What follows belongs to an exercise in optimizing a design on an open flow for a short achievable clock period; a production flow would make more cautious choices.
At most, simulation tests tie the RTL to the original design; equivalence was not proved.
No functional check of the RTL was part of runs 5 and 6.
No activity file was given, so power comes from the tool's default toggle rates.

**flow/design.v**
```verilog
`timescale 1ns / 1ps
module tmr_cmp8(input wire [7:0] a, input wire [7:0] b, output wire gt, output wire eq);
    wire [7:0] g1 = a & ~b;
    wire [7:0] l1 = ~a & b;
    wire [3:0] g2, l2;
    wire [1:0] g4, l4;
    genvar i;
    generate
        for (i = 0; i < 4; i = i + 1) begin : t2
            assign g2[i] = g1[2*i+1] | ~l1[2*i+1] & g1[2*i];
            assign l2[i] = l1[2*i+1] | ~g1[2*i+1] & l1[2*i];
        end
        for (i = 0; i < 2; i = i + 1) begin : t4
            assign g4[i] = g2[2*i+1] | ~l2[2*i+1] & g2[2*i];
            assign l4[i] = l2[2*i+1] | ~g2[2*i+1] & l2[2*i];
        end
    endgenerate
    assign gt = g4[1] | ~l4[1] & g4[0];
    wire   lt = l4[1] | ~g4[1] & l4[0];
    assign eq = ~gt & ~lt;
endmodule
module tmr_xor(input wire a, input wire b, output wire y);
    assign y = a ^ b;
endmodule
module tmr_rd2(input wire [15:0] ahi, input wire [1:0] aw, input wire rstrb,
               input wire [1:0] m0, input wire [1:0] m1,
               input wire [1:0] c0, input wire [1:0] c1,
               output wire [1:0] rd);
    wire en = (ahi == 16'h4000) & rstrb;
    wire e0 = en & (aw == 2'b00);
    wire e1 = en & (aw == 2'b01);
    wire e2 = en & (aw == 2'b10);
    wire e3 = en & (aw == 2'b11);
    assign rd = ({2{e0}} & m0) | ({2{e1}} & m1) | ({2{e2}} & c0) | ({2{e3}} & c1);
endmodule
module tmr_mux8(input wire s, input wire [7:0] a, input wire [7:0] b, output wire [7:0] y);
    assign y = s ? a : b;
endmodule
module tmr_wdec #(parameter [1:0] W = 2'b00)
                (input wire [15:0] ahi, input wire [1:0] aw, input wire [3:0] wr,
                 output wire [3:0] we);
    assign we = {4{(ahi == 16'h4000) & (aw == W)}} & wr;
endmodule
module timer( input  wire clk,
              input  wire rst,
              input  wire [31:0] addr,
              input  wire [31:0] wdata,
              input  wire [3:0]  wr,
              input  wire        rstrb,
              output wire [31:0] rdata,
              output wire        irq);
    reg [63:0] mtime;
    reg [63:0] mtimecmp;
    reg [7:0]  gt_q;       
    reg [7:0]  eq_q;       
    reg        zero_q;     
    reg        rst_q;      
    genvar k;
    generate
        for (k = 0; k < 16; k = k + 1) begin : rd
            tmr_rd2 u (.ahi(addr[31:16]), .aw(addr[3:2]), .rstrb(rstrb),
                       .m0(mtime[2*k +: 2]), .m1(mtime[32 + 2*k +: 2]),
                       .c0(mtimecmp[2*k +: 2]), .c1(mtimecmp[32 + 2*k +: 2]),
                       .rd(rdata[2*k +: 2]));
        end
    endgenerate
    wire [3:0] we_t0, we_t1, we_c0, we_c1;
    tmr_wdec #(.W(2'b00)) u_wt0 (.ahi(addr[31:16]), .aw(addr[3:2]), .wr(wr), .we(we_t0));
    tmr_wdec #(.W(2'b01)) u_wt1 (.ahi(addr[31:16]), .aw(addr[3:2]), .wr(wr), .we(we_t1));
    tmr_wdec #(.W(2'b10)) u_wc0 (.ahi(addr[31:16]), .aw(addr[3:2]), .wr(wr), .we(we_c0));
    tmr_wdec #(.W(2'b11)) u_wc1 (.ahi(addr[31:16]), .aw(addr[3:2]), .wr(wr), .we(we_c1));
    wire [7:0] wm_t = {we_t1, we_t0};
    wire [7:0] wm_c = {we_c1, we_c0};
    wire [7:0] cy;
    assign cy[0] = 1'b1;
    generate
        for (k = 1; k < 8; k = k + 1) begin : cyb
            assign cy[k] = &mtime[8*k-1:0];
        end
    endgenerate
    wire [63:0] mtime_nxt;
    wire [63:0] cmp_nxt;
    wire [7:0]  gt_nxt, eq_nxt, z_nxt;
    generate
        for (k = 0; k < 8; k = k + 1) begin : byt
            wire [7:0] tb = mtime[8*k +: 8];
            wire [7:0] cb = mtimecmp[8*k +: 8];
            wire [7:0] wb = wdata[8*(k%4) +: 8];
            wire [7:0] ti;
            assign ti[0] = ~tb[0];
            genvar i;
            for (i = 1; i < 8; i = i + 1) begin : ib
                tmr_xor u_x (.a(tb[i]), .b(&tb[i-1:0]), .y(ti[i]));
            end
            assign mtime_nxt[8*k +: 8] = wm_t[k] ? wb : (cy[k] ? ti : tb);
            tmr_mux8 u_cn (.s(wm_c[k]), .a(wb), .b(cb), .y(cmp_nxt[8*k +: 8]));
            wire g0, e0, g1, e1, g2, e2, g3, e3, g4, e4;
            tmr_cmp8 u_pc0 (.a(tb), .b(cb), .gt(g0), .eq(e0));
            tmr_cmp8 u_pc1 (.a(ti), .b(cb), .gt(g1), .eq(e1));
            tmr_cmp8 u_pw0 (.a(tb), .b(wb), .gt(g2), .eq(e2));
            tmr_cmp8 u_pw1 (.a(ti), .b(wb), .gt(g3), .eq(e3));
            tmr_cmp8 u_wc  (.a(wb), .b(cb), .gt(g4), .eq(e4));
            wire pc_g = cy[k] ? g1 : g0;
            wire pc_e = cy[k] ? e1 : e0;
            wire pw_g = cy[k] ? g3 : g2;
            wire pw_e = cy[k] ? e3 : e2;
            assign gt_nxt[k] = wm_t[k] ? g4 : (wm_c[k] ? pw_g : pc_g);
            assign eq_nxt[k] = wm_t[k] ? e4 : (wm_c[k] ? pw_e : pc_e);
            assign z_nxt[k] = wm_c[k] ? ~|wb : ~|cb;
        end
    endgenerate
    always @(posedge clk or posedge rst) begin
        if (rst)
            mtime <= 64'd0;
        else
            mtime <= mtime_nxt;
    end
    always @(posedge clk or posedge rst) begin
        if (rst)
            rst_q <= 1'b1;
        else
            rst_q <= 1'b0;
    end
    always @(posedge clk) begin
        mtimecmp <= cmp_nxt;
        gt_q     <= gt_nxt;
        eq_q     <= eq_nxt;
        zero_q   <= &z_nxt;
    end
    wire [3:0] g2, e2;
    wire [1:0] g4, e4;
    generate
        for (k = 0; k < 4; k = k + 1) begin : ci2
            assign g2[k] = gt_q[2*k+1] | eq_q[2*k+1] & gt_q[2*k];
            assign e2[k] = eq_q[2*k+1] & eq_q[2*k];
        end
        for (k = 0; k < 2; k = k + 1) begin : ci4
            assign g4[k] = g2[2*k+1] | e2[2*k+1] & g2[2*k];
            assign e4[k] = e2[2*k+1] & e2[2*k];
        end
    endgenerate
    wire ge = g4[1] | e4[1] & (g4[0] | e4[0]);
    assign irq = rst_q ? zero_q : ge;
endmodule
```
**flow/run.sh**
```bash
#!/bin/bash
# synth_recipe.tcl (not shown) runs the flow's synth.tcl, then flattens the netlist and writes it again
# the make line also repeats each setting of config.mk as NAME=value (left out here)
make -C /OpenROAD-flow-scripts/flow DESIGN_CONFIG=/design/flow/config.mk WORK_HOME=/design/flow/orfs CLKGATE_MAP_FILE= SYNTH_SCRIPT=/design/flow/synth_recipe.tcl finish
```
**flow/config.mk**
```make
export PLATFORM = sky130hd
export DESIGN_NAME = timer
export DESIGN_NICKNAME = timer
export VERILOG_FILES = /design/flow/design.v
export SDC_FILE = /design/flow/constraint.sdc
export NUM_CORES = 4
export LEC_CHECK = 0
export CAP_MARGIN = 20
export CORE_MARGIN = 2
export CORE_UTILIZATION = 40
export SETUP_SLACK_MARGIN = 2.5
export SLEW_MARGIN = 20
export SYNTH_HIERARCHICAL = 1
```
**flow/constraint.sdc**
```tcl
create_clock -name core_clock -period 4.0 [get_ports {clk}]
set_input_delay 0.8000 -clock core_clock [delete_from_list [all_inputs] [get_ports {clk}]]
set_output_delay 0.8000 -clock core_clock [all_outputs]
set_load 0.01 [all_outputs]
```
==> impl_summary.log, run 1 <==
INFO  metric starting_density = 0.406
INFO  metric routed_wl = roughly 67 mm
INFO  metric route.detailed.drc = 0
INFO  metric synthFlopType = dfxtp_1
INFO  metric die_w = roughly 210 µm
INFO  metric vias = 18516
INFO  metric critical_path.startpoint_type = input port
INFO  metric synth_edf_count = 0
INFO  metric final.setup.tns = 0 ns
INFO  metric final-hold-violation-count = 0
INFO  metric final.min_clock_period = ~2.9 ns
INFO  metric share_seq_of_total_power = 0.358
INFO  metric clock-skew-final = 0.0135 ns
INFO  metric final.fill_count = 3564
INFO  metric die_area = around 45000 µm²
INFO  metric worst_setup_path_end_kind = output pin
INFO  metric first_iter_violations = 1430
INFO  metric post-synth-top-area-fraction = 0.0928
INFO  metric power_switching = 1.24 mW
INFO  metric critPathRequiredTime = 3.20 ns
INFO  metric routability_congestion_estimate = 0.843
INFO  metric postRouteAntennaNets = 0
INFO  metric combinational_share_of_power = 0.203
INFO  metric synth_common_cells = nor2b_1, nand2_1, inv_1
INFO  metric die_height = 213 µm
INFO  metric worst_pin_slew = roughly 0.9 ns
INFO  metric nets = roughly 2600
INFO  metric fmax = around 350 MHz
INFO  metric cts.reportedPaths.clkPinSlew = approximately 0.07 ns
INFO  metric drive_above_1_share = 0.376
INFO  metric tritoncts = yes
INFO  metric diodes = 0
INFO  metric maximum_number_of_pins_on_one_net_before_global_route_repair = 55
INFO  metric clock_latency = 0.46 ns
INFO  metric max_slew_margin = 0.406
INFO  metric cts.root.buffer_cell = clkbuf_16
INFO  metric standard_cell_core_area = between 40000 and 50000 µm²
INFO  metric place_ws = 0.191 ns
INFO  metric grt_use_total = 0.292
INFO  metric slew_viol_final = 0
INFO  metric ys_async_sr_fraction = 0.445
INFO  metric rsz0062_at_grt = true
INFO  metric placement.io_buffers = 89
INFO  metric synth.cell_area = around 17000 µm²
INFO  metric cts-buffers-inserted = 17
INFO  metric h-tree-depth = 4
INFO  metric first_pass_iters = 6
INFO  metric synth.yosys.seq_area_share = 0.186
INFO  metric synth_cell_types = 61
INFO  metric ir_drop = 0.286 mV
INFO  metric hold_path.class = reg -> reg
INFO  metric grt_pass1_wl = 103 mm
INFO  metric critical_path_class = in -> out
INFO  metric syn2layout_area_growth = 44.7%
INFO  metric number_of_nets_produced_by_synthesis = 2196
INFO  metric floorplan.rows = 76
INFO  metric clk_network_pwr_share = 0.439
INFO  metric setup_violators_final = 0
INFO  metric cellPowerDensity = 164 nW/µm²
INFO  metric synth_most_common_cell = nor2b_1
INFO  metric layout_worst_path_cycle_share = 0.720
INFO  metric synthesis.yosys.warnings = 7
INFO  metric post-synth-top-area-cell = dfxtp_1
INFO  metric p_leak = roughly 9.6 nW
INFO  metric io_pins = 104
INFO  metric power.internal = 2.90 mW
INFO  metric cells_after_synth = 2125
INFO  metric cts_max_path_buffers = 2
INFO  metric antenna_found_initial = 0
INFO  metric critical_path_peak_fanout = 20
INFO  metric synth_seq_cells = 146
INFO  metric timing.final.ws_setup = 1.12 ns
INFO  metric place_hpwl = 40.6 mm
INFO  metric grt_pass1_vias = 18044
INFO  metric yosys-top-cells-area = dfxtp_1, dfrtp_1, nor2b_1
INFO  metric switching_share = 0.300
INFO  metric timing.critical_path.arrival = around 2.1 ns
INFO  metric grt_overflow_total = 0
INFO  metric syn-mean-instance-area = approximately 8.2 µm²
INFO  metric route.detailed.vias_per_inst = a little under 6
INFO  metric wl_per_cell = 21.5 µm
INFO  metric timing.max_cap.violations = 0
INFO  metric run_status = timing/DRC/antenna clean
INFO  metric holdBufCountCts = 0
INFO  metric clkSinkCount = 146
[cell families after synthesis]
group                      after synthesis  share of synthesized area
AOI/OAI and AO/OA                      355                      0.140
muxes                                  183                      0.152
DFF                                    146                      0.186
and+or+nand+nor                        913                      0.307
other                                    1                   0.000215
xor gates and xnor gates               177                     0.0887
buffers and inverters                  236                     0.0556
adders and majority gates              114                     0.0708
[worst max-delay path: stages]
cell     delay [ns]
buf_8          0.19
nor4_4         0.30
nand4_1        0.19
buf_4          0.20
nor3b_4        0.21
buf_2          0.17
[Yosys stat by module (local to each module, per instance), a selection]
module | times used | cells inside
timer | 1 | 543
tmr_cmp8 | 38 | 33
tmr_mux8 | 8 | 9
tmr_rd2 | 16 | 10
tmr_xor | 56 | 1
[worst paths after layout]
path	from	to	slack (ns)	cells past startpoint
setup / recovery	addr[26]	rdata[15]	1.12	6
hold / removal	mtime[0]	mtime[0]	0.58	2
min in group asynchronous	rst	mtime[54]	0.65	2
setup reg to reg	mtime[18]	eq_q[2]	1.30	9
hold reg to reg	mtime[0]	mtime[0]	0.58	2
max in group asynchronous	rst	rst_q	2.64	3
[cell type report]
type / count / area [µm²] / share of cell area
clock buffer: 18 / 439 / 0.0174
clock inverter: 14 / 185 / 0.00732
inverter: 208 / 806 / 0.0319
multi-input combinational: 1748 / 15700 / 0.622
sequential: 146 / 3300 / 0.131
tap: 585 / 732 / 0.0290
timing repair buffer: 386 / 4100 / 0.162
[state kept, by name (all words and copies together), names as in the netlist]
| signal | cells |
|---|---|
| mtime | 64 |
| gt_q | 8 |
| mtimecmp | 64 |
| zero_q | 1 |
| rst_q | 1 |
| eq_q | 8 |
[routing by layer]
layer,track usage,part of all wire
met5,0,0
met4,0.0962,0.035
met1,0.385,0.42
met2,0.488,0.48
met3,0.0425,0.066
[cells in the final DEF, fill, tap and decap left out, drive strengths merged, types with 22 or more instances in the layout]
cell type / n
o221ai: 38
buf: 346
clkinv: 43
inv: 171
o21ai: 99
xnor2: 83
a21o: 38
dfxtp: 81
clkbuf: 22
dfrtp: 64
nor3: 43
nand4: 60
or3: 38
maj3: 114
a31oi: 38
mux2: 87
nand2: 182
nand2b: 115
xor2: 94
and3: 44
nor2: 30
nor2b: 193
nor3b: 70
mux2i: 58
o211ai: 76
a41oi: 38
mux4: 38
nor4: 81
[power by group through the flow]
stage                     Clock [mW]  Sequential (mW)  Combinational (mW)
after floorplan                    0             1.51               0.291
after global placement             0             1.51               0.630
after detailed placement           0             1.51               0.643
after CTS                       1.83             1.48               0.795
after global routing            1.89             1.48               0.886
final                           1.82             1.48               0.839
[stage by stage]
stage | util | cells | total power, mW | cell area (µm²) | hold WS, ns
2_1_floorplan | - | 2125 | 1.80 | 18800 | 0.520
3_3_place_gp | 0.474 | 2824 | 2.14 | 20400 | 0.580
3_5_place_dp | 0.474 | 2824 | 2.15 | 20400 | 0.608
4_1_cts | 0.564 | 3062 | 4.11 | 24300 | 0.593
5_1_grt | 0.587 | 3105 | 4.26 | 25300 | 0.610
6_report | 0.587 | 3105 | 4.14 | 25300 | 0.585
[repair_timing]
action,4_1_cts,5_1_grt
gates cloned,26,2
setup endpoints to repair,178,178
resized for setup,526,143
pin swaps,123,82
setup buffers,180,41
==> run 2, diff against run 1 <==
--- a/flow/config.mk
+++ b/flow/config.mk
@@ -9,3 +9,3 @@
 export CORE_MARGIN = 2
-export CORE_UTILIZATION = 40
+export CORE_UTILIZATION = 50
 export SETUP_SLACK_MARGIN = 2.5
==> run 2 against run 1 <==
Compared with the run above: worst setup slack got worse by 0.061 ns; clock power about the same; core utilization increased by 13 points; clock skew about the same; first-iteration DRC count shrank 0.14%; sequential share of layout area is 0.25 points higher; largest cell class unchanged; largest power group unchanged.
==> impl_summary.log, run 2 <==
INFO  metric worst_pin_slew = 0.793 ns (-0.0981 ns)
INFO  metric post-synth-top-area-fraction = 0.0928 (unchanged)
INFO  metric worst_setup_path_end_kind = output pin
INFO  metric vias = 18349 (-0.90%)
INFO  metric route.detailed.drc = 0 (unchanged)
INFO  metric synth.cell_area = 17500 µm² (unchanged)
INFO  metric final.min_clock_period = 2.94 ns (+0.0612 ns)
INFO  metric slack_of_the_worst_reg_to_reg_path = 1.35 ns (+0.05 ns)
INFO  metric number_of_nets_produced_by_synthesis = 2196 (unchanged)
INFO  metric whs = 0.626 ns (+0.0412 ns)
INFO  metric routed_wl = 63.9 mm (-4.4%)
INFO  metric ys_async_sr_fraction = 0.445 (unchanged)
INFO  metric starting_density = 0.507 (+0.101)
INFO  metric synth_edf_count = 0 (unchanged)
INFO  metric crit_slowest_cell = buf_4
INFO  metric die_area = 36500 µm² (-20%)
INFO  metric most_frequent_standard_cell_in_the_layout_excluding_fill_and_tap_cells = nor2b_1
INFO  metric final.setup.tns = 0 ns (unchanged)
INFO  metric maximum_number_of_pins_on_one_net_before_global_route_repair = 66 (+20%)
INFO  metric setup_violators_final = 0 (unchanged)
INFO  metric hold_path.class = reg -> reg
INFO  metric placement.io_buffers = 89 (unchanged)
INFO  metric clock_latency = 0.46 ns (about the same)
INFO  metric syn-mean-instance-area = 8.22 µm² (unchanged)
INFO  metric final-hold-violation-count = 0 (unchanged)
INFO  metric synthFlopType = dfxtp_1
INFO  metric yosys-top-cells-area = dfxtp_1, dfrtp_1, nor2b_1
INFO  metric place_hpwl = 39.0 mm (-3.9%)
INFO  metric cellPowerDensity = 167 nW/µm² (+1.7%)
INFO  metric reg2regPathDepth = 10 (+1)
INFO  metric synth_common_cells = nor2b_1, nand2_1, inv_1
INFO  metric standard_cell_core_area = 34500 µm² (-20%)
INFO  metric critPathMaxStageDelay = 0.26 ns (-0.04 ns)
INFO  metric drive_above_1_share = 0.359 (-0.0168)
INFO  metric critical_path_peak_fanout = 20 (unchanged)
INFO  metric die_height = 191 µm (-10%)
INFO  metric clkSinkCount = 146 (unchanged)
INFO  metric antenna_found_initial = 2 (+2)
INFO  metric timing.critical_path.arrival = 2.14 ns (+0.06 ns)
INFO  metric synth_cell_types = 61 (unchanged)
INFO  metric path_cells = buf_4 -> nor4_4 -> nand4_1 -> buf_4 -> buf_6 -> nor3b_2 -> buf_2
INFO  metric postRouteAntennaNets = 0 (unchanged)
INFO  metric synth_most_common_cell = nor2b_1
INFO  metric cts.root.buffer_cell = clkbuf_16
INFO  metric dp.cells = 2693 (-4.6%)
INFO  metric design_power_total = 4.13 mW (-0.26%)
INFO  metric cts.reportedPaths.clkPinSlew = 0.06 ns (about the same)
INFO  metric fmax = 340 MHz (-2.1%)
INFO  metric h-tree-depth = 4 (unchanged)
INFO  metric nets = 2576 (-0.078%)
INFO  metric first_iter_violations = 1428 (-0.14%)
INFO  metric route.detailed.vias_per_inst = 6.17 (+3.4%)
INFO  metric post-synth-top-area-cell = dfxtp_1
INFO  metric clock-skew-final = 0.0135 ns (+0.0000249 ns)
INFO  metric grt_use_total = 0.343 (+0.0514)
INFO  metric hold_start = mtime[0]
INFO  metric synth_seq_cells = 146 (unchanged)
INFO  metric ir_drop = 0.319 mV (+12%)
INFO  metric critical_path_class = in -> out
INFO  metric slew_viol_final = 0 (unchanged)
INFO  metric grt_pass1_wl = 98.2 mm (-4.5%)
INFO  metric r2r_end = eq_q[2]
INFO  metric syn2layout_area_growth = 41.9%
INFO  metric io_pins = 104 (unchanged)
INFO  metric layout.cells.most_common_list = nor2b_1, buf_4, nand2_1, inv_1, nand2b_1
INFO  metric grt_overflow_total = 0 (unchanged)
INFO  metric p_leak = 9.46 nW (-1.9%)
INFO  metric layout_worst_path_cycle_share = 0.735 (+0.0153)
INFO  metric critPathRequiredTime = 3.20 ns (about the same)
INFO  metric crit_path_frequent_cell = buf_4
INFO  metric cts_max_path_buffers = 2 (unchanged)
INFO  metric critical_path.startpoint_type = input port
INFO  metric largest_registers = mtime (64), mtimecmp (64)
INFO  metric tritoncts = yes
INFO  metric rsz0062_at_grt = true
INFO  metric whs_endpoint = mtime[0]
INFO  metric synth.yosys.seq_area_share = 0.186 (unchanged)
INFO  metric fin_cells = 2975 (-4.2%)
INFO  metric synthesis.yosys.warnings = 7 (unchanged)
INFO  metric cts-buffers-inserted = 17 (unchanged)
INFO  metric floorplan.rows = 68 (-11%)
INFO  metric timing.max_cap.violations = 0 (unchanged)
INFO  metric routability_congestion_estimate = 0.820 (-2.7%)
INFO  metric grt_pass1_vias = 17518 (-2.9%)
INFO  metric first_pass_iters = 6 (unchanged)
INFO  metric worst_r2r_startpoint = mtime[19]
INFO  metric path_delay_family = buffers and inverters
INFO  metric worstHoldPathCells = 2 (unchanged)
INFO  metric crit_buf_inv = 4 (+1)
INFO  metric max_slew_margin = 0.471 (+0.0654)
INFO  metric run_status = timing/DRC/antenna clean
INFO  metric wl_per_cell = 21.5 µm (-0.19%)
INFO  metric cells_after_synth = 2125 (unchanged)
INFO  metric die_w = 191 µm (-10%)
[run 2: cell counts after synthesis]
No cell type changed its count.
[run 2: final cells by class]
| type | count | area (µm²) |
|---|---|---|
| Multi-Input combinational cell | 1748 | 15500 |
| Fill cell | 2650 | 9670 |
| Timing Repair Buffer | 384 | 4010 |
| Sequential cell | 146 | 3300 |
| Inverter | 208 | 808 |
| Tap cell | 455 | 569 |
| Clock buffer | 20 | 437 |
| Clock inverter | 12 | 190 |
| Antenna cell | 2 | 5.00 |
[run 2: cell families after synthesis]
group	Yosys count	share of synthesized area
flops	146	0.186
xor+xnor	177	0.0887
compound gates	355	0.140
fa+ha+maj	114	0.0708
buf+inv	236	0.0556
simple gates	913	0.307
mux	183	0.152
other cells	1	0.000215
[run 2: per-module statistics from Yosys (local to each module, per instance), a selection]
module    times used  cells inside  cell area [µm²]
timer              1           543             5900
tmr_xor           56             1             8.76
tmr_mux8           8             9              131
tmr_rd2           16            10             96.3
tmr_cmp8          38            33              215
[run 2: through the flow]
stage / utilization / setup slack [ns] / area (µm²)
4_1_cts: 0.689 / 1.03 / 23700
3_3_place_gp: 0.588 / 0.332 / 20300
5_1_grt: 0.719 / 1.03 / 24800
2_1_floorplan: - / 1.47 / 18800
6_report: 0.719 / 1.06 / 24800
3_5_place_dp: 0.588 / 0.293 / 20300
[run 2: repair_timing]
action,CTS,global route
setup endpoints to repair,178,178
resized for setup,475,136
cloned,22,3
hold buffers,0,0
setup buffers,171,52
pin swaps,90,95
[run 2: how the worst max path moves through the flow]
stage             start   endpoint  slack [ns]  cells past startpoint
5_1_grt        addr[20]   rdata[6]        1.03                      9
3_3_place_gp   addr[17]  rdata[22]        0.33                      6
4_1_cts        addr[16]  rdata[14]        1.03                      8
6_report       addr[31]  rdata[14]        1.06                      7
2_1_floorplan  addr[29]    gt_q[2]        1.47                      5
3_5_place_dp   addr[17]  rdata[23]        0.29                      6
[run 2: report_power, final]
group	internal, mW	switching, mW
sequential	1.47	0.0120
clock	1.10	0.739
combinational	0.355	0.450
total	2.93	1.20
[run 2: worst min-delay path, delay by kind of cell, from the launching register on]
family,cells,cell delay [ns]
AO/OA/AOI/OAI,1,0.07
buffers and inverters,1,0.14
flip-flops,1,0.39
[run 2: per-layer routing]
metal  up-vias  GRT usage  part of all wire
met5         -          0                 0
met4         0      0.134             0.034
met3       137     0.0461             0.058
met2       654      0.564              0.48
met1      8991      0.456              0.43
li1       8567          -                 -
==> run 3, diff against run 2 <==
==> flow/flow/run.sh (new file) <==
#!/bin/bash
# The standard layout, with the read-path pins grouped on one edge of the die
# (flow/io.tcl, sourced just before the pins are placed).
set -euo pipefail
echo "export PRE_IO_PLACEMENT_TCL = $PWD/flow/io.tcl" >> config.mk
bash standard.sh > standard.log 2>&1
==> flow/flow/io.tcl (new file) <==
# Pin placement: the bus inputs that decide the read data (addr[31:16],
# addr[3:2], rstrb) and the read data itself share the bottom edge, so that
# the combinational read path does not have to cross the die.
set crit {}
for {set i 16} {$i < 32} {incr i} { lappend crit "addr\[$i\]" }
lappend crit "addr\[2\]" "addr\[3\]" rstrb
for {set i 0} {$i < 32} {incr i} { lappend crit "rdata\[$i\]" }
set_io_pin_constraint -pin_names $crit -region bottom:*
==> flow/standard.sh (new file) <==
#!/bin/bash
# synth_recipe.tcl (not shown) runs the flow's synth.tcl, then flattens the netlist and writes it again
# the make line also repeats each setting of config.mk as NAME=value (left out here)
make -C /OpenROAD-flow-scripts/flow DESIGN_CONFIG=/design/flow/config.mk WORK_HOME=/design/flow/orfs CLKGATE_MAP_FILE= SYNTH_SCRIPT=/design/flow/synth_recipe.tcl "${@:-finish}"
--- a/flow/config.mk
+++ b/flow/config.mk
@@ -9,5 +9,6 @@
 export CORE_MARGIN = 2
-export CORE_UTILIZATION = 50
-export SETUP_SLACK_MARGIN = 2.5
+export CORE_UTILIZATION = 40
+export SETUP_SLACK_MARGIN = 1.5
 export SLEW_MARGIN = 20
 export SYNTH_HIERARCHICAL = 1
+export PRE_IO_PLACEMENT_TCL = /design/flow/flow/io.tcl
removed: flow/run.sh
==> run 3 against run 2 <==
Compared with the run above: largest cell class unchanged; global-route usage down 6.1 points; count of clock-buffer cells in the layout down 3; worst setup slack worse by 0.43 ns; register-to-register slack worse by 0.08 ns; combinational power up 7.7%; critical path depth up 2; sequential share of layout area up 0.24 points; flip-flop and latch count unchanged; synthesized cell count unchanged; first-iteration DRC count up 12%; non-clock buffer count down 4.
==> impl_summary.log, run 3 <==
INFO  metric slack_of_the_worst_reg_to_reg_path = 1.27 ns (-0.08 ns)
INFO  metric critical_path_peak_fanout = 5 (-75%)
INFO  metric multi_input_area = 15100 µm² (-2.5%)
INFO  metric worst_setup_path_end_kind = output pin
INFO  metric final.fill_count = 3704 (+40%)
INFO  metric critPathRequiredTime = 3.20 ns (about the same)
INFO  metric cts.reportedPaths.clkPinSlew = 0.06 ns (about the same)
INFO  metric p_leak = 9.28 nW (-1.8%)
INFO  metric crit_slowest_cell = nor4_4
INFO  metric worstSetupStartpoint = addr[26]
INFO  metric layout.core_utilization = 0.565 (-0.154)
INFO  metric timing.critical_path.arrival = 2.57 ns (+0.43 ns)
INFO  metric r2r_end = eq_q[3]
INFO  metric maximum_number_of_pins_on_one_net_before_global_route_repair = 42 (-36%)
INFO  metric yosys-top-cells-area = dfxtp_1, dfrtp_1, nor2b_1
INFO  metric grt_overflow_total = 0 (unchanged)
INFO  metric route.detailed.vias_per_inst = 6.04 (-2.0%)
INFO  metric syn2layout_area_growth = 39.4%
INFO  metric grt_use_total = 0.282 (-0.0608)
INFO  metric synthesis.yosys.warnings = 7 (unchanged)
INFO  metric grt_pass1_wl = 99.6 mm (+1.3%)
INFO  metric final-hold-violation-count = 0 (unchanged)
INFO  metric cells_after_synth = 2125 (unchanged)
INFO  metric critPathMaxStageDelay = 0.42 ns (+0.16 ns)
INFO  metric io_pins = 104 (unchanged)
INFO  metric critical_path_class = in -> out
INFO  metric crit_buf_inv = 6 (+2)
INFO  metric place_hpwl = 41.7 mm (+6.7%)
INFO  metric floorplan.rows = 76 (+12%)
INFO  metric grt_pass1_vias = 17725 (+1.2%)
INFO  metric number_of_nets_produced_by_synthesis = 2196 (unchanged)
INFO  metric whs = 0.612 ns (-0.0135 ns)
INFO  metric largest_registers = mtime (64), mtimecmp (64)
INFO  metric die_area = 45400 µm² (+24%)
INFO  metric fin_cells = 3096 (+4.1%)
INFO  metric synth_seq_cells = 146 (unchanged)
INFO  metric synth.yosys.seq_area_share = 0.186 (unchanged)
INFO  metric worst_r2r_startpoint = mtime[27]
INFO  metric most_frequent_standard_cell_in_the_layout_excluding_fill_and_tap_cells = buf_4
INFO  metric slew_viol_final = 0 (unchanged)
INFO  metric cts.root.buffer_cell = clkbuf_16
INFO  metric synth_most_common_cell = nor2b_1
INFO  metric max_slew_margin = 0.447 (-0.0243)
INFO  metric design_power_total = 4.05 mW (-2.0%)
INFO  metric synth.cell_area = 17500 µm² (unchanged)
INFO  metric routability_congestion_estimate = 0.877 (+7.0%)
INFO  metric hold_path.class = reg -> reg
INFO  metric nets = 2567 (-0.35%)
INFO  metric synth_edf_count = 0 (unchanged)
INFO  metric critical_path.startpoint_type = input port
INFO  metric wl_per_cell = 22.1 µm (+2.6%)
INFO  metric routed_wl = 68.3 mm (+6.8%)
INFO  metric layout_worst_path_cycle_share = 0.843 (+0.108)
INFO  metric rsz0062_at_grt = true
INFO  metric clkSinkCount = 146 (unchanged)
INFO  metric fmax = 297 MHz (-13%)
INFO  metric tritoncts = yes
INFO  metric run_status = timing/DRC/antenna clean
INFO  metric cts_max_path_buffers = 2 (unchanged)
INFO  metric post-synth-top-area-cell = dfxtp_1
INFO  metric timing.max_cap.violations = 0 (unchanged)
INFO  metric die_w = 213 µm (+12%)
INFO  metric post-synth-top-area-fraction = 0.0928 (unchanged)
INFO  metric placement.io_buffers = 89 (unchanged)
INFO  metric setup_violators_final = 0 (unchanged)
INFO  metric ys_async_sr_fraction = 0.445 (unchanged)
INFO  metric dp.cells = 2852 (+5.9%)
INFO  metric route.detailed.drc = 0 (unchanged)
INFO  metric cts-buffers-inserted = 17 (unchanged)
INFO  metric h-tree-depth = 4 (unchanged)
INFO  metric final.setup.tns = 0 ns (unchanged)
INFO  metric antenna_found_initial = 4 (+2)
INFO  metric worst_pin_slew = 0.830 ns (+0.0364 ns)
INFO  metric path_cells = buf_12 -> buf_12 -> buf_4 -> nor4_4 -> nand4_1 -> buf_6 -> buf_4 -> nor3b_2 -> buf_2
INFO  metric clock-skew-final = 0.0168 ns (+0.00336 ns)
INFO  metric first_pass_iters = 6 (unchanged)
INFO  metric synth_cell_types = 61 (unchanged)
INFO  metric vias = 18715 (+2.0%)
INFO  metric place_ws = 0.301 ns (+0.00728 ns)
INFO  metric cellPowerDensity = 166 nW/µm² (-0.23%)
INFO  metric ir_drop = 0.308 mV (-3.4%)
INFO  metric postRouteAntennaNets = 0 (unchanged)
INFO  metric syn-mean-instance-area = 8.22 µm² (unchanged)
INFO  metric postLayoutCellArea = 24300 µm² (-1.8%)
INFO  metric layout.cells.most_common_list = buf_4, nor2b_1, nand2_1, inv_1, nand2b_1
INFO  metric die_height = 213 µm (+12%)
INFO  metric timing.final.ws_setup = 0.629 ns (-0.430 ns)
INFO  metric starting_density = 0.406 (-0.101)
INFO  metric worstSetupEndpoint = rdata[2]
INFO  metric drive_above_1_share = 0.350 (-0.00868)
INFO  metric reg2regPathDepth = 10 (unchanged)
INFO  metric clock_latency = 0.50 ns (+0.04 ns)
INFO  metric synth_common_cells = nor2b_1, nand2_1, inv_1
INFO  metric postPlaceCellArea = 19700 µm² (-3.0%)
INFO  metric standard_cell_core_area = 43100 µm² (+25%)
INFO  metric synthFlopType = dfxtp_1
INFO  metric register_area = 3300 µm² (unchanged)
INFO  metric path_delay_family = buffers and inverters
INFO  metric final.min_clock_period = 3.37 ns (+0.430 ns)
INFO  metric stages_on_the_worst_setup_path = 9 (+2)
INFO  metric first_iter_violations = 1604 (+12%)
run 3: cell counts after synthesis:
Identical to the previous run, type by type.
run 3: final cells by class:
class,count,share of cell area
multi-input cells,1743,0.619
repair buffers,380,0.158
flip-flops and latches,146,0.136
inverters,208,0.0328
well taps,585,0.0301
clock buffers,17,0.0175
clock inverters,15,0.00668
diodes,2,0.000206
run 3: worst min path at each step:
| stage | start | end | slack (ns) | cells past startpoint |
|---|---|---|---|---|
| after detailed placement | mtimecmp[4] | mtimecmp[4] | 0.60 | 1 |
| final | mtime[0] | mtime[0] | 0.61 | 1 |
| after global routing | mtime[0] | mtime[0] | 0.62 | 1 |
| after floorplan | mtimecmp[4] | mtimecmp[4] | 0.54 | 1 |
| after CTS | mtime[0] | mtime[0] | 0.57 | 1 |
| after global placement | mtimecmp[6] | mtimecmp[6] | 0.60 | 1 |
run 3: Yosys stat by module, one instance, submodules excluded, a selection:
module    flip-flops and latches  cell area, µm²  copies in the design  cells
tmr_cmp8                       0             215                    38     33
tmr_mux8                       0             131                     8      9
timer                        146            5900                     1    543
tmr_rd2                        0            96.3                    16     10
tmr_xor                        0            8.76                    56      1
run 3: cell families after synthesis:
kind of cell             share of synthesized area
other                                     0.000215
AND/OR/NAND/NOR                              0.307
AO/OA/AOI/OAI                                0.140
adder cells (fa/ha/maj)                     0.0708
buffers and inverters                       0.0556
XOR/XNOR                                    0.0887
multiplexers                                 0.152
flip-flops                                   0.186
run 3: what timing repair did:
| action | 4_1_cts | 5_1_grt |
|---|---|---|
| gates resized for setup | 566 | 169 |
| setup buffers | 123 | 62 |
| setup endpoints to repair | 160 | 95 |
| gates cloned | 21 | 4 |
| hold buffers | 0 | 0 |
| pin swaps | 101 | 73 |
run 3: per-layer routing:
metal | track usage | routed length (µm)
met3 | 0.0510 | 5480
met4 | 0.155 | 4320
met5 | 0 | 26
met2 | 0.451 | 31100
met1 | 0.361 | 27400
run 3: power breakdown:
part | leakage, nW | switching (mW) | internal, mW | total, mW
sequential | 1.24 | 0.0108 | 1.47 | 1.48
clock | 0.284 | 0.814 | 0.884 | 1.70
combinational | 7.76 | 0.484 | 0.384 | 0.867
==> run 4, diff against run 3 <==
--- a/flow/config.mk
+++ b/flow/config.mk
@@ -10,3 +10,3 @@
 export CORE_UTILIZATION = 40
-export SETUP_SLACK_MARGIN = 1.5
+export SETUP_SLACK_MARGIN = 2.5
 export SLEW_MARGIN = 20
==> run 4 against run 3 <==
Compared with the run above: still clean; global-route usage barely moved; sequential power barely moved; sequential share of layout area fell by 0.31 points; combinational power fell by 5.1%; core utilization rose by 1.2 points; first-iteration DRC count fell by 17%; register-to-register slack improved by 0.05 ns; clock power barely moved; final cell count barely moved; critical endpoint is now rdata[6]; highest routed layer is now met4.
==> impl_summary.log, run 4 <==
INFO  metric run_status = timing/DRC/antenna clean
INFO  metric syn-mean-instance-area = 8.22 µm² (unchanged)
INFO  metric critPathRequiredTime = 3.20 ns (about the same)
INFO  metric worst_setup_path_end_kind = output pin
INFO  metric synth_edf_count = 0 (unchanged)
INFO  metric io_pins = 104 (unchanged)
INFO  metric postLayoutCellArea = 24900 µm² (+2.1%)
INFO  metric setup_violators_final = 0 (unchanged)
INFO  metric placement.io_buffers = 89 (unchanged)
INFO  metric clkSinkCount = 146 (unchanged)
INFO  metric worst_r2r_startpoint = mtime[9]
INFO  metric highest_routed_metal_layer = met4
INFO  metric yosys-top-cells-area = dfxtp_1, dfrtp_1, nor2b_1
INFO  metric standard_cell_core_area = 43100 µm² (unchanged)
INFO  metric tritoncts = yes
INFO  metric whs_endpoint = mtime[0]
INFO  metric cellPowerDensity = 162 nW/µm² (-2.6%)
INFO  metric floorplan.rows = 76 (unchanged)
INFO  metric layout_worst_path_cycle_share = 0.723 (-0.120)
INFO  metric synth.yosys.seq_area_share = 0.186 (unchanged)
INFO  metric die_height = 213 µm (unchanged)
INFO  metric max_slew_margin = 0.398 (-0.0486)
INFO  metric drive_above_1_share = 0.363 (+0.0122)
INFO  metric nets = 2572 (+0.19%)
INFO  metric final.setup.tns = 0 ns (unchanged)
INFO  metric cts.root.buffer_cell = clkbuf_16
INFO  metric crit_buf_inv = 4 (-2)
INFO  metric ys_async_sr_fraction = 0.445 (unchanged)
INFO  metric postRouteAntennaNets = 0 (unchanged)
INFO  metric maximum_number_of_pins_on_one_net_before_global_route_repair = 38 (-9.5%)
INFO  metric clock-skew-final = 0.00885 ns (-0.00799 ns)
INFO  metric wl_per_cell = 20.9 µm (-5.3%)
INFO  metric critical_path.startpoint_type = input port
INFO  metric post_route_met1_wirelength = 27.4 mm (about the same)
INFO  metric cells_after_synth = 2125 (unchanged)
INFO  metric crit_slowest_cell = nor4_4
INFO  metric die_w = 213 µm (unchanged)
INFO  metric critical_path_peak_fanout = 5 (unchanged)
INFO  metric number_of_nets_produced_by_synthesis = 2196 (unchanged)
INFO  metric first_pass_iters = 5 (-1)
INFO  metric layout.cells.most_common_list = nor2b_1, buf_4, inv_1, nand2_1, nand2b_1
INFO  metric slack_of_the_worst_reg_to_reg_path = 1.32 ns (+0.05 ns)
INFO  metric path_cells = buf_12 -> buf_16 -> nor4_4 -> nand4_1 -> buf_4 -> nor3b_2 -> buf_2
INFO  metric first_iter_violations = 1326 (-17%)
INFO  metric worst_pin_slew = 0.903 ns (+0.0729 ns)
INFO  metric p_leak = 9.43 nW (+1.6%)
INFO  metric worstHoldPathCells = 1 (unchanged)
INFO  metric route.detailed.vias_per_inst = 5.88 (-2.8%)
INFO  metric holdBufCountCts = 0 (unchanged)
INFO  metric cts-buffers-inserted = 17 (unchanged)
INFO  metric synthFlopType = dfxtp_1
INFO  metric final.fill_count = 3670 (-0.92%)
INFO  metric most_frequent_standard_cell_in_the_layout_excluding_fill_and_tap_cells = nor2b_1
INFO  metric reg2regPathDepth = 11 (+1)
INFO  metric critPathMaxStageDelay = 0.26 ns (-0.16 ns)
INFO  metric cts.reportedPaths.clkPinSlew = 0.06 ns (about the same)
INFO  metric fmax = 346 MHz (+17%)
INFO  metric timing.max_cap.violations = 0 (unchanged)
INFO  metric r2r_end = eq_q[1]
INFO  metric h-tree-depth = 4 (unchanged)
INFO  metric hold_path.class = reg -> reg
INFO  metric ir_drop = 0.309 mV (+0.36%)
INFO  metric critical_path_class = in -> out
INFO  metric largest_registers = mtime (64), mtimecmp (64)
INFO  metric timing.critical_path.arrival = 2.09 ns (-0.48 ns)
INFO  metric synth_common_cells = nor2b_1, nand2_1, inv_1
INFO  metric post-synth-top-area-fraction = 0.0928 (unchanged)
INFO  metric wl_met2 = 32.1 mm (+3.3%)
INFO  metric vias = 18210 (-2.7%)
INFO  metric cts_max_path_buffers = 2 (unchanged)
INFO  metric synthesis.yosys.warnings = 7 (unchanged)
INFO  metric clock_latency = 0.47 ns (-0.03 ns)
INFO  metric route.detailed.drc = 0 (unchanged)
INFO  metric die_area = 45400 µm² (unchanged)
INFO  metric grt_pass1_wl = 99.9 mm (+0.30%)
INFO  metric final.min_clock_period = 2.89 ns (-0.479 ns)
INFO  metric routability_congestion_estimate = 0.873 (-0.43%)
INFO  metric synth_seq_cells = 146 (unchanged)
INFO  metric slew_viol_final = 0 (unchanged)
INFO  metric place_hpwl = 42.1 mm (+1.0%)
INFO  metric syn2layout_area_growth = 42.2%
INFO  metric post-synth-top-area-cell = dfxtp_1
INFO  metric path_delay_family = buffers and inverters
INFO  metric routed_wl = 64.7 mm (-5.2%)
INFO  metric grt_overflow_total = 0 (unchanged)
INFO  metric starting_density = 0.406 (unchanged)
INFO  metric synth_cell_types = 61 (unchanged)
INFO  metric hold_start = mtime[0]
INFO  metric synth.cell_area = 17500 µm² (unchanged)
INFO  metric grt_use_total = 0.283 (about the same)
INFO  metric met3_wirelength = 2.96 mm (-46%)
INFO  metric antenna_found_initial = 1 (-3)
INFO  metric final-hold-violation-count = 0 (unchanged)
INFO  metric rsz0062_at_grt = true
INFO  metric synth_most_common_cell = nor2b_1
INFO  metric grt_pass1_vias = 17909 (+1.0%)
INFO  metric postPlaceCellArea = 20500 µm² (+4.3%)
-- run 4: what timing repair did --
item                       4_1_cts  5_1_grt
pin swaps                      119       74
setup endpoints to repair      215      192
hold endpoints to repair         0        0
resized for setup              490      114
gates cloned                    20        2
setup buffers                  160       52
-- run 4: stage by stage --
stage / utilization / hold slack, ns / std cells / setup slack, ns / total power [mW]
6_report: 0.577 / 0.536 / 3099 / 1.11 / 4.02
5_1_grt: 0.577 / 0.571 / 3099 / 1.06 / 4.14
4_1_cts: 0.555 / 0.547 / 3044 / 1.09 / 3.98
3_5_place_dp: 0.476 / 0.598 / 2833 / 0.391 / 2.17
3_3_place_gp: 0.476 / 0.594 / 2833 / 0.437 / 2.15
2_1_floorplan: - / 0.520 / 2125 / 1.47 / 1.80
-- run 4: per-layer routing --
layer	global-route usage	vias up
li1	-	8537
met1	0.358	9040
met2	0.491	507
met3	0.0379	126
met4	0.0998	0
met5	0	-
-- run 4: worst max-delay path by stage --
stage | start | end | slack [ns] | cells after the start
finish | addr[17] | rdata[6] | 1.11 | 7
global route | addr[20] | rdata[25] | 1.06 | 7
CTS | addr[2] | rdata[11] | 1.09 | 6
detailed placement | addr[17] | rdata[24] | 0.39 | 6
global placement | addr[23] | eq_q[2] | 0.44 | 7
floorplan | addr[29] | gt_q[2] | 1.47 | 5
-- run 4: cells by family after synthesis --
group,synth area share
compound gates,0.140
mux,0.152
simple gates,0.307
xor+xnor,0.0887
buf+inv,0.0556
fa+ha+maj,0.0708
other cells,0.000215
flops,0.186
-- run 4: area by class of cell --
type                            instances  area (µm²)  area share
Timing Repair Buffer                  378        3840       0.154
Timing Repair inverter                  1        7.51    0.000302
Inverter                              208         803      0.0323
Clock inverter                         10         135     0.00544
Clock buffer                           21         460      0.0185
Antenna cell                            1        2.50    0.000101
Multi-Input combinational cell       1749       15600       0.627
Sequential cell                       146        3290       0.132
Tap cell                              585         732      0.0295
-- run 4: report_power, final --
| part | switching (mW) | internal, mW | leakage (nW) | total, mW |
|---|---|---|---|---|
| Sequential | 0.0129 | 1.47 | 1.24 | 1.48 |
| Clock | 0.707 | 1.01 | 0.293 | 1.71 |
| Combinational | 0.464 | 0.359 | 7.89 | 0.823 |
-- run 4: per-module statistics from Yosys (local to each module, per instance), a selection --
module | copies in the design | cells | flops+latches
timer | 1 | 543 | 146
tmr_cmp8 | 38 | 33 | 0
tmr_mux8 | 8 | 9 | 0
tmr_rd2 | 16 | 10 | 0
tmr_xor | 56 | 1 | 0
==> run 5, diff against run 4 <==
--- a/flow/design.v
+++ b/flow/design.v
@@ -24,2 +24,8 @@
 endmodule
+module tmr_selh(input wire [7:0] a, output wire y);
+    assign y = (a == 8'h40);
+endmodule
+module tmr_sell(input wire [7:0] a, input wire rstrb, output wire y);
+    assign y = (a == 8'h00) & rstrb;
+endmodule
 module tmr_rd2(input wire [15:0] ahi, input wire [1:0] aw, input wire rstrb,
@@ -28,8 +34,15 @@
                output wire [1:0] rd);
-    wire en = (ahi == 16'h4000) & rstrb;
-    wire e0 = en & (aw == 2'b00);
-    wire e1 = en & (aw == 2'b01);
-    wire e2 = en & (aw == 2'b10);
-    wire e3 = en & (aw == 2'b11);
-    assign rd = ({2{e0}} & m0) | ({2{e1}} & m1) | ({2{e2}} & c0) | ({2{e3}} & c1);
+    wire sh, sl;
+    tmr_selh u_h (.a(ahi[15:8]), .y(sh));
+    tmr_sell u_l (.a(ahi[7:0]), .rstrb(rstrb), .y(sl));
+    reg [1:0] d;
+    always @(*) begin
+        case (aw)
+            2'b00: d = m0;
+            2'b01: d = m1;
+            2'b10: d = c0;
+            default: d = c1;
+        endcase
+    end
+    assign rd = {2{sh & sl}} & d;
 endmodule
==> flow/run.sh (new file) <==
#!/bin/bash
# synth_recipe.tcl (not shown) runs the flow's synth.tcl, then flattens the netlist and writes it again
# the make line also repeats each setting of config.mk as NAME=value (left out here)
make -C /OpenROAD-flow-scripts/flow DESIGN_CONFIG=/design/flow/config.mk WORK_HOME=/design/flow/orfs CLKGATE_MAP_FILE= SYNTH_SCRIPT=/design/flow/synth_recipe.tcl finish
--- a/flow/config.mk
+++ b/flow/config.mk
@@ -13,2 +13 @@
 export SYNTH_HIERARCHICAL = 1
-export PRE_IO_PLACEMENT_TCL = /design/flow/flow/io.tcl
removed: flow/flow/run.sh
removed: flow/flow/io.tcl
removed: flow/standard.sh
==> run 5 against run 4 <==
Compared with the run above: die area up 1.9%; wire length up 5.4%; sequential power about the same; sequential share of layout area about the same; combinational power down 4.7%; count of clock-buffer cells in the layout down 3; worst setup slack worse by 0.26 ns; clock power down 2%; worst hold slack worse by 0.0073 ns; first-iteration DRC count up 34%; via count up 2.8%; clock skew up 0.0074 ns; largest cell class unchanged.
==> impl_summary.log, run 5 <==
INFO  metric timing.critical_path.arrival = 2.35 ns (+0.26 ns)
INFO  metric die_w = 215 µm (+0.96%)
INFO  metric holdBufCountCts = 0 (unchanged)
INFO  metric slack_of_the_worst_reg_to_reg_path = 1.32 ns (about the same)
INFO  metric routability_congestion_estimate = 0.861 (-1.4%)
INFO  metric reg2regPathDepth = 10 (-1)
INFO  metric antenna_found_initial = 2 (+1)
INFO  metric cells_after_synth = 2142 (+0.80%)
INFO  metric final-hold-violation-count = 0 (unchanged)
INFO  metric final.min_clock_period = 3.15 ns (+0.258 ns)
INFO  metric worstSetupStartpoint = addr[17]
INFO  metric r2r_end = eq_q[2]
INFO  metric fmax = 317 MHz (-8.2%)
INFO  metric worst_pin_slew = 0.834 ns (-0.0693 ns)
INFO  metric p_leak = 9.72 nW (+3.1%)
INFO  metric grt_use_total = 0.282 (-0.000524)
INFO  metric cts_max_path_buffers = 2 (unchanged)
INFO  metric post-synth-top-area-fraction = 0.0910 (-0.00180)
INFO  metric route.detailed.drc = 0 (unchanged)
INFO  metric first_iter_violations = 1782 (+34%)
INFO  metric nets = 2574 (+0.078%)
INFO  metric grt_overflow_total = 0 (unchanged)
INFO  metric max_slew_margin = 0.444 (+0.0462)
INFO  metric critPathRequiredTime = 3.20 ns (about the same)
INFO  metric cellPowerDensity = 158 nW/µm² (-2.1%)
INFO  metric whs_endpoint = mtime[0]
INFO  metric timing.max_cap.violations = 0 (unchanged)
INFO  metric layout.core_utilization = 0.562 (-0.0148)
INFO  metric postLayoutCellArea = 24800 µm² (-0.20%)
INFO  metric wl_per_cell = 22.0 µm (+5.1%)
INFO  metric synth_cell_types = 69 (+13%)
INFO  metric grt_pass1_vias = 18037 (+0.71%)
INFO  metric synth_edf_count = 0 (unchanged)
INFO  metric standard_cell_core_area = 44100 µm² (+2.4%)
INFO  metric synth_common_cells = nor2b_1, nand2_1, inv_1
INFO  metric yosys-top-cells-area = dfxtp_1, dfrtp_1, nor2b_1
INFO  metric synthFlopType = dfxtp_1
INFO  metric ir_drop = 0.316 mV (+2.0%)
INFO  metric route.detailed.vias_per_inst = 6.03 (+2.5%)
INFO  metric run_status = timing/DRC/antenna clean
INFO  metric worst_setup_path_end_kind = output pin
INFO  metric maximum_number_of_pins_on_one_net_before_global_route_repair = 66 (+74%)
INFO  metric worstHoldPathCells = 1 (unchanged)
INFO  metric synth_seq_cells = 146 (unchanged)
INFO  metric worst_r2r_startpoint = mtime[16]
INFO  metric die_height = 215 µm (+0.96%)
INFO  metric io_pins = 104 (unchanged)
INFO  metric largest_registers = mtime (64), mtimecmp (64)
INFO  metric grt_pass1_wl = 103 mm (+3.2%)
INFO  metric first_pass_iters = 7 (+2)
INFO  metric drive_above_1_share = 0.348 (-0.0147)
INFO  metric synthesis.yosys.warnings = 8 (+1)
INFO  metric routed_wl = 68.2 mm (+5.4%)
INFO  metric ys_async_sr_fraction = 0.445 (unchanged)
INFO  metric syn2layout_area_growth = 39.2%
INFO  metric clock_latency = 0.47 ns (about the same)
INFO  metric critical_path_peak_fanout = 3 (-2)
INFO  metric starting_density = 0.404 (-0.00181)
INFO  metric final.setup.tns = 0 ns (unchanged)
INFO  metric crit_slowest_cell = or3_4
INFO  metric cts-buffers-inserted = 17 (unchanged)
INFO  metric syn-mean-instance-area = 8.32 µm² (+1.2%)
INFO  metric diodes = 0 (-1)
INFO  metric critical_path.startpoint_type = input port
INFO  metric die_area = 46200 µm² (+1.9%)
INFO  metric synth.cell_area = 17800 µm² (+2.0%)
INFO  metric path_cells = clkbuf_4 -> buf_8 -> or3_4 -> nor4_4 -> buf_4 -> buf_6 -> and3_4 -> buf_6
INFO  metric cts.root.buffer_cell = clkbuf_16
INFO  metric place_hpwl = 41.4 mm (-1.6%)
INFO  metric critPathMaxStageDelay = 0.40 ns (+0.14 ns)
INFO  metric rsz0062_at_grt = true
INFO  metric vias = 18726 (+2.8%)
INFO  metric cts.reportedPaths.clkPinSlew = 0.07 ns (about the same)
INFO  metric post-synth-top-area-cell = dfxtp_1
INFO  metric layout.cells.most_common_list = nor2b_1, nand2_1, inv_1, buf_4, nand2b_1
INFO  metric floorplan.rows = 77 (+1.3%)
INFO  metric critical_path_class = in -> out
INFO  metric most_frequent_standard_cell_in_the_layout_excluding_fill_and_tap_cells = nor2b_1
INFO  metric design_power_total = 3.93 mW (-2.2%)
INFO  metric hold_path.class = reg -> reg
INFO  metric synth.yosys.seq_area_share = 0.182 (-0.00360)
INFO  metric postRouteAntennaNets = 0 (unchanged)
INFO  metric slew_viol_final = 0 (unchanged)
INFO  metric synth_most_common_cell = nor2b_1
INFO  metric layout_worst_path_cycle_share = 0.787 (+0.0644)
INFO  metric postPlaceCellArea = 20200 µm² (-1.7%)
INFO  metric tritoncts = yes
INFO  metric clock-skew-final = 0.0162 ns (+0.00736 ns)
INFO  metric placement.io_buffers = 89 (unchanged)
INFO  metric setup_violators_final = 0 (unchanged)
INFO  metric crit_path_frequent_cell = buf_6
INFO  metric clkSinkCount = 146 (unchanged)
INFO  metric hold_start = mtime[0]
INFO  metric h-tree-depth = 4 (unchanged)
INFO  metric number_of_nets_produced_by_synthesis = 2213 (+0.77%)
run 5: changes by cell type in the layout (fill, tap and decap cells not counted), moves of 28 or more:
| cell | delta |
|---|---|
| mux4_1 | +30 |
| buf_6 | +28 |
| mux4_2 | -32 |
| nor4_4 | -34 |
| buf_4 | -30 |
run 5: cell type report:
cell class | instances | area [µm²]
multi-input cells | 1761 | 15400
clock inverters | 14 | 125
flip-flops and latches | 146 | 3300
clock buffers | 18 | 450
well taps | 592 | 741
inverters | 209 | 805
fillers | 3863 | 19300
repair buffers | 368 | 3980
run 5: cell families after synthesis:
kind of cell | synth area share
flops | 0.182
xor+xnor | 0.0870
mux | 0.154
buf+inv | 0.0548
fa+ha+maj | 0.0694
simple gates | 0.314
compound gates | 0.138
other cells | 0.000210
run 5: power by group:
group	switching, mW	internal (mW)
combinational	0.439	0.345
clock	0.769	0.897
sequential	0.0114	1.47
total	1.22	2.71
run 5: how the worst max path moves through the flow:
stage | endpoint | slack [ns]
4_1_cts | rdata[12] | 0.92
5_1_grt | rdata[12] | 0.83
3_5_place_dp | rdata[4] | 0.06
3_3_place_gp | rdata[4] | 0.08
6_report | rdata[12] | 0.85
2_1_floorplan | eq_q[6] | 1.25
run 5: modules after synthesis (local to each module, per instance), a selection:
module | times used | area [µm²] | cells
timer | 1 | 5970 | 560
tmr_selh | 16 | 20.0 | 3
tmr_sell | 16 | 28.8 | 3
tmr_xor | 56 | 8.76 | 1
tmr_rd2 | 16 | 65.1 | 4
tmr_cmp8 | 38 | 215 | 33
tmr_mux8 | 8 | 131 | 9
run 5: stage by stage:
step	setup WS [ns]	hold slack, ns	std cells
after floorplan	1.25	0.519	2142
after global placement	0.0771	0.564	2856
after detailed placement	0.0559	0.582	2856
after CTS	0.917	0.537	3048
after global routing	0.833	0.539	3108
final	0.850	0.529	3108
run 5: routing by layer:
layer / vias up / GRT usage / wire length [µm] / share of wire
met2: 809 / 0.449 / 31100 / 0.46
met3: 143 / 0.0780 / 6460 / 0.095
met5: - / 0 / 81 / 0.0012
met4: 6 / 0.0791 / 1720 / 0.025
li1: 8606 / - / - / -
met1: 9162 / 0.374 / 28800 / 0.42
run 5: critical path: cells and delay by family:
family / cells / cell delay [ns]
simple gates: 3 / 0.87
buf+inv: 5 / 0.68
run 5: what timing repair did:
| item | CTS | global route |
|---|---|---|
| setup buffers | 131 | 52 |
| cloned | 29 | 8 |
| setup endpoints to repair | 178 | 178 |
| pin swaps | 136 | 92 |
| resized for setup | 552 | 177 |
==> run 6, diff against run 5 <==
--- a/flow/design.v
+++ b/flow/design.v
@@ -24,16 +24,7 @@
 endmodule
-module tmr_selh(input wire [7:0] a, output wire y);
-    assign y = (a == 8'h40);
-endmodule
-module tmr_sell(input wire [7:0] a, input wire rstrb, output wire y);
-    assign y = (a == 8'h00) & rstrb;
-endmodule
-module tmr_rd2(input wire [15:0] ahi, input wire [1:0] aw, input wire rstrb,
-               input wire [1:0] m0, input wire [1:0] m1,
-               input wire [1:0] c0, input wire [1:0] c1,
-               output wire [1:0] rd);
-    wire sh, sl;
-    tmr_selh u_h (.a(ahi[15:8]), .y(sh));
-    tmr_sell u_l (.a(ahi[7:0]), .rstrb(rstrb), .y(sl));
-    reg [1:0] d;
+module tmr_rd1(input wire [15:0] ahi, input wire [1:0] aw, input wire rstrb,
+               input wire m0, input wire m1, input wire c0, input wire c1,
+               output wire rd);
+    wire en = (ahi == 16'h4000) & rstrb;
+    reg  d;
     always @(*) begin
@@ -46,3 +37,3 @@
     end
-    assign rd = {2{sh & sl}} & d;
+    assign rd = en & d;
 endmodule
@@ -72,7 +63,7 @@
     generate
-        for (k = 0; k < 16; k = k + 1) begin : rd
-            tmr_rd2 u (.ahi(addr[31:16]), .aw(addr[3:2]), .rstrb(rstrb),
-                       .m0(mtime[2*k +: 2]), .m1(mtime[32 + 2*k +: 2]),
-                       .c0(mtimecmp[2*k +: 2]), .c1(mtimecmp[32 + 2*k +: 2]),
-                       .rd(rdata[2*k +: 2]));
+        for (k = 0; k < 32; k = k + 1) begin : rd
+            tmr_rd1 u (.ahi(addr[31:16]), .aw(addr[3:2]), .rstrb(rstrb),
+                       .m0(mtime[k]), .m1(mtime[32 + k]),
+                       .c0(mtimecmp[k]), .c1(mtimecmp[32 + k]),
+                       .rd(rdata[k]));
         end
==> run 6 against run 5 <==
Compared with the run above: largest power group unchanged; still clean on timing, DRC and antenna; wire length grew 11%; final cell count grew 3.3%; highest routed layer unchanged; register-to-register slack lost 0.04 ns.
==> impl_summary.log, run 6 <==
INFO  metric run_status = timing/DRC/antenna clean
INFO  metric clock-skew-final = 0.0125 ns (-0.00369 ns)
INFO  metric clkSinkCount = 146 (unchanged)
INFO  metric max_slew_margin = 0.417 (-0.0276)
INFO  metric critical_path_peak_fanout = 9 (+6)
INFO  metric multi_input_area = 16100 µm² (+4.8%)
INFO  metric h-tree-depth = 4 (unchanged)
INFO  metric post-synth-top-area-cell = dfxtp_1
INFO  metric holdBufCountCts = 0 (unchanged)
INFO  metric crit_slowest_cell = and4b_1
INFO  metric cts_max_path_buffers = 2 (unchanged)
INFO  metric largest_registers = mtime (64), mtimecmp (64)
INFO  metric standard_cell_core_area = 44400 µm² (+0.65%)
INFO  metric rsz0062_at_grt = true
INFO  metric die_area = 46900 µm² (+1.5%)
INFO  metric hold_path.class = reg -> reg
INFO  metric place_hpwl = 43.0 mm (+4.0%)
INFO  metric drive_above_1_share = 0.362 (+0.0141)
INFO  metric critPathRequiredTime = 3.20 ns (about the same)
INFO  metric ys_async_sr_fraction = 0.445 (unchanged)
INFO  metric register_area = 3300 µm² (unchanged)
INFO  metric place_ws = 0.251 ns (+0.196 ns)
INFO  metric synth.cell_area = 18100 µm² (+1.5%)
INFO  metric postPlaceCellArea = 20700 µm² (+2.7%)
INFO  metric synth_common_cells = nor2b_1, nand2_1, inv_1
INFO  metric wl_per_cell = 23.6 µm (+7.4%)
INFO  metric postRouteAntennaNets = 0 (unchanged)
INFO  metric die_height = 217 µm (+0.76%)
INFO  metric placement.io_buffers = 89 (unchanged)
INFO  metric cts.root.buffer_cell = clkbuf_16
INFO  metric synth_edf_count = 0 (unchanged)
INFO  metric fin_cells = 3211 (+3.3%)
INFO  metric synthesis.yosys.warnings = 8 (unchanged)
INFO  metric met3_wirelength = 6.76 mm (+4.6%)
INFO  metric critical_path_class = in -> out
INFO  metric first_iter_violations = 2111 (+18%)
INFO  metric tritoncts = yes
INFO  metric synth_most_common_cell = nor2b_1
INFO  metric floorplan.rows = 77 (unchanged)
INFO  metric worst_pin_slew = 0.875 ns (+0.0414 ns)
INFO  metric post-synth-top-area-fraction = 0.0896 (-0.00138)
INFO  metric design_power_total = 4.27 mW (+8.8%)
INFO  metric grt_pass1_wl = 111 mm (+7.5%)
INFO  metric layout.cells.most_common_list = nor2b_1, inv_1, nand2_1, buf_4, nand2b_1
INFO  metric vias = 20234 (+8.1%)
INFO  metric critPathMaxStageDelay = 0.40 ns (about the same)
INFO  metric whs = 0.600 ns (+0.0706 ns)
INFO  metric synth.yosys.seq_area_share = 0.180 (-0.00277)
INFO  metric post_route_met1_wirelength = 30.4 mm (+5.4%)
INFO  metric syn2layout_area_growth = 44.9%
INFO  metric timing.final.ws_setup = 0.851 ns (+0.000928 ns)
INFO  metric route.detailed.drc = 0 (unchanged)
INFO  metric yosys-top-cells-area = dfxtp_1, dfrtp_1, nor2b_1
INFO  metric layout.core_utilization = 0.590 (+0.0280)
INFO  metric grt_use_total = 0.300 (+0.0181)
INFO  metric critical_path.startpoint_type = input port
INFO  metric slew_viol_final = 0 (unchanged)
INFO  metric antenna_found_initial = 3 (+1)
INFO  metric clock_latency = 0.48 ns (about the same)
INFO  metric maximum_number_of_pins_on_one_net_before_global_route_repair = 44 (-33%)
INFO  metric die_w = 217 µm (+0.76%)
INFO  metric routability_congestion_estimate = 0.851 (-1.2%)
INFO  metric synth_seq_cells = 146 (unchanged)
INFO  metric cts-buffers-inserted = 17 (unchanged)
INFO  metric timing.critical_path.arrival = 2.35 ns (about the same)
INFO  metric final.min_clock_period = 3.15 ns (-0.000928 ns)
INFO  metric p_leak = 10.0 nW (+3.1%)
INFO  metric grt_overflow_total = 0 (unchanged)
INFO  metric highest_routed_metal_layer = met5
INFO  metric final.fill_count = 3604 (-6.7%)
INFO  metric timing.max_cap.violations = 0 (unchanged)
INFO  metric number_of_nets_produced_by_synthesis = 2292 (+3.6%)
INFO  metric synthFlopType = dfxtp_1
INFO  metric cells_after_synth = 2221 (+3.7%)
INFO  metric io_pins = 104 (unchanged)
INFO  metric path_cells = buf_8 -> buf_12 -> nor4_2 -> nand4_1 -> and4b_1 -> buf_2
INFO  metric nets = 2675 (+3.9%)
INFO  metric syn-mean-instance-area = 8.15 µm² (-2.1%)
INFO  metric synth_cell_types = 60 (-13%)
INFO  metric wl_met2 = 34.4 mm (+11%)
INFO  metric setup_violators_final = 0 (unchanged)
INFO  metric final-hold-violation-count = 0 (unchanged)
INFO  metric worst_setup_path_end_kind = output pin
INFO  metric most_frequent_standard_cell_in_the_layout_excluding_fill_and_tap_cells = nor2b_1
INFO  metric reg2regPathDepth = 12 (+2)
INFO  metric grt_pass1_vias = 19461 (+7.9%)
INFO  metric worstHoldPathCells = 2 (+1)
INFO  metric cellPowerDensity = 163 nW/µm² (+2.9%)
INFO  metric layout_worst_path_cycle_share = 0.787 (about the same)
INFO  metric fmax = 318 MHz (about the same)
INFO  metric routed_wl = 75.7 mm (+11%)
INFO  metric final.setup.tns = 0 ns (unchanged)
INFO  metric starting_density = 0.407 (+0.00357)
INFO  metric postLayoutCellArea = 26200 µm² (+5.7%)
INFO  metric ir_drop = 0.238 mV (-25%)
INFO  metric cts.reportedPaths.clkPinSlew = 0.06 ns (about the same)
INFO  metric first_pass_iters = 6 (-1)
INFO  metric dp.cells = 2944 (+3.1%)
INFO  metric route.detailed.vias_per_inst = 6.30 (+4.6%)
==> run 6: cell count changes after synthesis, moves of 30 or more <==
cell	before	now
nor4_1	46	94
nor2_1	30	76
mux4_2	4	38
mux4_1	32	0
nand4_1	44	76
nor4b_1	2	34
and3_1	68	38
==> run 6: cells by family (layout without fill, tap and decap cells) <==
logic type,after synthesis,count (layout),share of synthesized area
flip-flops,146,146,0.180
AO/OA/AOI/OAI,355,355,0.135
AND/OR/NAND/NOR,1009,1013,0.330
adder cells (fa/ha/maj),114,114,0.0683
XOR/XNOR,177,178,0.0857
buffers and inverters,236,627,0.0537
other,1,3,0.000207
multiplexers,183,183,0.147
==> run 6: layout make-up <==
class                   count  area share
repair inverters            1    0.000191
well taps                 592      0.0283
repair buffers            386       0.176
clock buffers              18      0.0168
diodes                      2    0.000191
inverters                 208      0.0306
flip-flops and latches    146       0.126
multi-input cells        1844       0.616
clock inverters            14     0.00621
==> run 6: final timing paths <==
check	start	end	slack, ns
max	addr[17]	rdata[7]	0.85
max in group asynchronous	rst	mtime[16]	2.72
min reg2reg	mtime[0]	mtime[0]	0.60
max reg2reg	mtime[34]	gt_q[4]	1.28
min in group asynchronous	rst	mtime[61]	0.88
min	mtime[0]	mtime[0]	0.60
==> run 6: Yosys stat by module (local to each module, per instance), a selection <==
module | cells inside | flops+latches
timer | 543 | 146
tmr_cmp8 | 33 | 0
tmr_xor | 1 | 0
tmr_rd1 | 8 | 0
tmr_mux8 | 9 | 0
==> run 6: critical path: cells and delay by family <==
family                 cells  cell delay [ns]
AND/OR/NAND/NOR            3             1.09
buffers and inverters      3             0.45
==> run 6: timing repair <==
| item | in CTS | in global routing |
|---|---|---|
| setup endpoints to repair | 217 | 178 |
| buffers inserted | 140 | 45 |
| pin swaps | 99 | 83 |
| hold endpoints to repair | 0 | 0 |
| cloned | 36 | 12 |
| gates resized for setup | 586 | 171 |
==> run 6: per-layer routing <==
| layer | vias up | global-route usage |
|---|---|---|
| li1 | 8986 | - |
| met1 | 9862 | 0.389 |
| met2 | 1054 | 0.483 |
| met3 | 328 | 0.0648 |
| met4 | 4 | 0.126 |
| met5 | - | 0 |
==> run 6: report_power, final <==
| group | internal (mW) | switching [mW] | leakage (nW) |
|---|---|---|---|
| clock network | 0.993 | 0.774 | 0.290 |
| registers | 1.47 | 0.0124 | 1.24 |
| logic | 0.451 | 0.574 | 8.49 |
| total | 2.91 | 1.36 | 10.0 |

-- separate check: timing with driven ports --
In the flow no input, the clock included, has a driving cell. The finished layouts below were timed again as built, in two steps.
Step 1, drivers: a clkbuf_16 drives clk and a buf_2 each remaining input, both assumed.
Step 2, shift: input delay + t, output delay - t, t = (earliest + latest rising clock arrival at the registers) / 2. This alone moves slack from input paths to output paths.
a / b / c = no drivers / after step 1 / after step 2; a / b = the first two.
run	t, ns	setup WS [ns]	worst setup path after step 2	clock arrival spread, ns	slew at the worst register clock pin (ns)
run 1	0.514	1.120 / 1.045 / 0.944	input to register	0.015 / 0.015	0.07 / 0.07
run 2	0.506	1.059 / 1.006 / 0.851	input to register	0.014 / 0.013	0.07 / 0.07
run 3	0.542	0.629 / 0.567 / 0.567	input to output	0.017 / 0.017	0.08 / 0.08
run 4	0.516	1.108 / 1.027 / 0.806	input to register	0.009 / 0.010	0.07 / 0.07
run 5	0.518	0.850 / 0.808 / 0.525	input to register	0.017 / 0.017	0.08 / 0.08
run 6	0.536	0.851 / 0.811 / 0.808	input to register	0.013 / 0.014	0.08 / 0.08
After both steps every run listed still meets setup and hold. For run 5, which loses most, drivers alone change the setup slack by -0.042 ns; drivers and shift together by -0.325 ns.
